From an optimization exercise on the open Yosys and OpenROAD flow, aimed at small area; shortcuts taken in it are not production practice. In this exercise RTL edits were held to simulation tests only and were not proved equivalent to the original. The clock input has no modelled driver; a real chip could not lean on it and would need a root buffer or a full tree. No activity file was given, so power comes from the tool's default toggle rates.

## matrix_alu_top
module matrix_alu_top (
    input  wire        clk,
    input  wire        op,
    input  wire [31:0] A,
    input  wire [31:0] B,
    output reg  [31:0] C
);
wire [31:0] s_w;
reg  [31:0] s_r;
wire [31:0] c_w;
always @(posedge clk) begin
    s_r <= s_w;
    C   <= c_w;
end
matrix_calc_s1 st1 (.op(op), .A(A), .B(B), .S(s_w));
matrix_calc_s2 st2 (.S(s_r), .C(c_w));
endmodule
==> flow/config.mk <==
export PLATFORM = sky130hd
export DESIGN_NAME = matrix_alu_top
export DESIGN_NICKNAME = matrix_alu_top
export VERILOG_FILES = /design/flow/design.v
export SDC_FILE = /design/flow/constraint.sdc
export NUM_CORES = 4
export LEC_CHECK = 0
export CAP_MARGIN = 20
export CORE_MARGIN = 2
export CORE_UTILIZATION = 40
export GPL_TIMING_DRIVEN = 0
export PLACE_DENSITY = 0.8
export SLEW_MARGIN = 20
==> flow/constraint.sdc <==
create_clock -name core_clock -period 5.2 [get_ports {clk}]
set_input_delay 1.0400 -clock core_clock [delete_from_list [all_inputs] [get_ports {clk}]]
set_output_delay 1.0400 -clock core_clock [all_outputs]
set_load 0.01 [all_outputs]
standard.sh (not shown) runs the stock make flow with config.mk's settings and CLKGATE_MAP_FILE= SYNTH_SCRIPT=/design/flow/synth_recipe.tcl, a recipe that flattens the netlist after the stock synthesis.
==> flow/flow/run.sh <==
#!/bin/bash
# Standard synthesis, then re-choose full-adder / gate output polarities to
# drop inverters (flow/fapol4.py), rebalance xor trees by estimated
# arrival and put late full-adder inputs on fast pins (flow/xorbal.py), then the standard layout with the
# smallest buffer on the ports and a hand-built clock tree (flow/my_cts.tcl).
set -euo pipefail
NET=orfs/results/sky130hd/matrix_alu_top/base/1_2_yosys.v
bash standard.sh synth > synth.log 2>&1
cp $NET synth_orig.v
python3 flow/fapol4.py synth_orig.v synth_fapol.v > fapol.log 2>&1
python3 flow/xorbal.py synth_fapol.v $NET > xorbal.log 2>&1
touch $NET
bash standard.sh synth > synth_odb.log 2>&1
export BUFFER_PORTS_ARGS="-buffer_cell sky130_fd_sc_hd__buf_1"
export PRE_CTS_TCL=$PWD/flow/my_cts.tcl
bash standard.sh finish > finish.log 2>&1
Other scripts of this flow, unchanged in this note and not shown: flow/flow/fapol4.py, flow/flow/my_cts.tcl, flow/flow/xorbal.py
The baseline completed with no timing, DRC or antenna violations.
Then changed:
--- a/flow/config.mk
+++ b/flow/config.mk
@@ -8,6 +8,6 @@
 export CAP_MARGIN = 20
 export CORE_MARGIN = 2
-export CORE_UTILIZATION = 40
+export CORE_UTILIZATION = 60
 export GPL_TIMING_DRIVEN = 0
-export PLACE_DENSITY = 0.8
+export PLACE_DENSITY = 0.7
 export SLEW_MARGIN = 20
The new run ran to the end with no violations. Worst hold slack hardly moves. Worst setup slack gets better by 92 ps. Via count went down by 2.3%. Sequential share of layout area went up by 0.33 points.
Then changed:
--- a/flow/config.mk
+++ b/flow/config.mk
@@ -8,6 +8,6 @@
 export CAP_MARGIN = 20
 export CORE_MARGIN = 2
-export CORE_UTILIZATION = 60
+export CORE_UTILIZATION = 65
 export GPL_TIMING_DRIVEN = 0
-export PLACE_DENSITY = 0.7
+export PLACE_DENSITY = 0.75
 export SLEW_MARGIN = 20
Register-to-register slack degrades by 20 ps. Final cell count came out lower by 0.31%. Sequential share of layout area barely changes. Clock power came out lower by about 2%. Global-route usage came out higher by 3.4 points. Combinational power barely changes.
No run of this note takes its clock network from TritonCTS; it comes from the design's own scripts or RTL.

========
Starting RTL as in the previous note.
==> flow/config.mk <==
export PLATFORM = sky130hd
export DESIGN_NAME = matrix_alu_top
export DESIGN_NICKNAME = matrix_alu_top
export VERILOG_FILES = /design/flow/design.v
export SDC_FILE = /design/flow/constraint.sdc
export NUM_CORES = 4
export LEC_CHECK = 0
export CAP_MARGIN = 20
export CORE_MARGIN = 2
export CORE_UTILIZATION = 60
export GPL_TIMING_DRIVEN = 0
export PLACE_DENSITY = 0.8
export SLEW_MARGIN = 20
==> flow/constraint.sdc <==
create_clock -name core_clock -period 5.2 [get_ports {clk}]
set_input_delay 1.0400 -clock core_clock [delete_from_list [all_inputs] [get_ports {clk}]]
set_output_delay 1.0400 -clock core_clock [all_outputs]
set_load 0.01 [all_outputs]
Scripts as last shown in full above: flow/flow/run.sh
Other scripts of this flow, unchanged in this note and not shown: flow/flow/fapol4.py, flow/flow/my_cts.tcl, flow/flow/xorbal.py
Next try:
Settings changed: PLACE_DENSITY 0.8 to default.
Cell area is about the same.
Setup slack gains 36 ps.
Total power is about the same.
Cell count barely changes.
Die area stays the same.
Via count falls by 3.5%.
Wire length goes down by about 1.1%.
No run of this note takes its clock network from TritonCTS; it comes from the design's own scripts or RTL.

[re-timing with driven ports]
The flow's constraints put no driver on any port. The routed layouts listed below were extracted and timed again, unchanged, in two steps.
Step 1 (the two cells are an assumption about what drives the block):
set clk [get_ports {clk}]
set_driving_cell -lib_cell sky130_fd_sc_hd__clkbuf_16 $clk
set_driving_cell -lib_cell sky130_fd_sc_hd__buf_2 [delete_from_list [all_inputs] $clk]
Step 2 times the ports against the registers' clock, not the clock port: input delays grow and output delays shrink by t, the midpoint of the rising clock arrivals with the driver on.
Three values: ideal ports, drivers, drivers and shift; two values: the first two.
| run | t (ns) | slack for setup (ns) | hold slack, ns | clock arrival spread, ns |
|---|---|---|---|---|
| the first run of note 1 | 0.376 | 0.136 / 0.140 / -0.236 | 0.331 / 0.331 / 0.331 | 0.013 / 0.013 |
| the second run of note 1 | 0.371 | 0.229 / 0.215 / -0.156 | 0.333 / 0.333 / 0.333 | 0.012 / 0.011 |
| the third run of note 1 | 0.358 | 0.131 / 0.131 / -0.227 | 0.330 / 0.330 / 0.330 | 0.027 / 0.027 |
| the first run of note 2 | 0.369 | 0.190 / 0.195 / -0.174 | 0.332 / 0.332 / 0.332 | 0.013 / 0.013 |
| the second run of note 2 | 0.378 | 0.227 / 0.232 / -0.146 | 0.321 / 0.321 / 0.321 | 0.020 / 0.020 |
With both steps, setup timing fails in every run listed, where it was met with ideal ports. For the second run of note 1, which loses most, drivers alone change the setup slack by -0.014 ns; drivers and shift together by -0.385 ns.
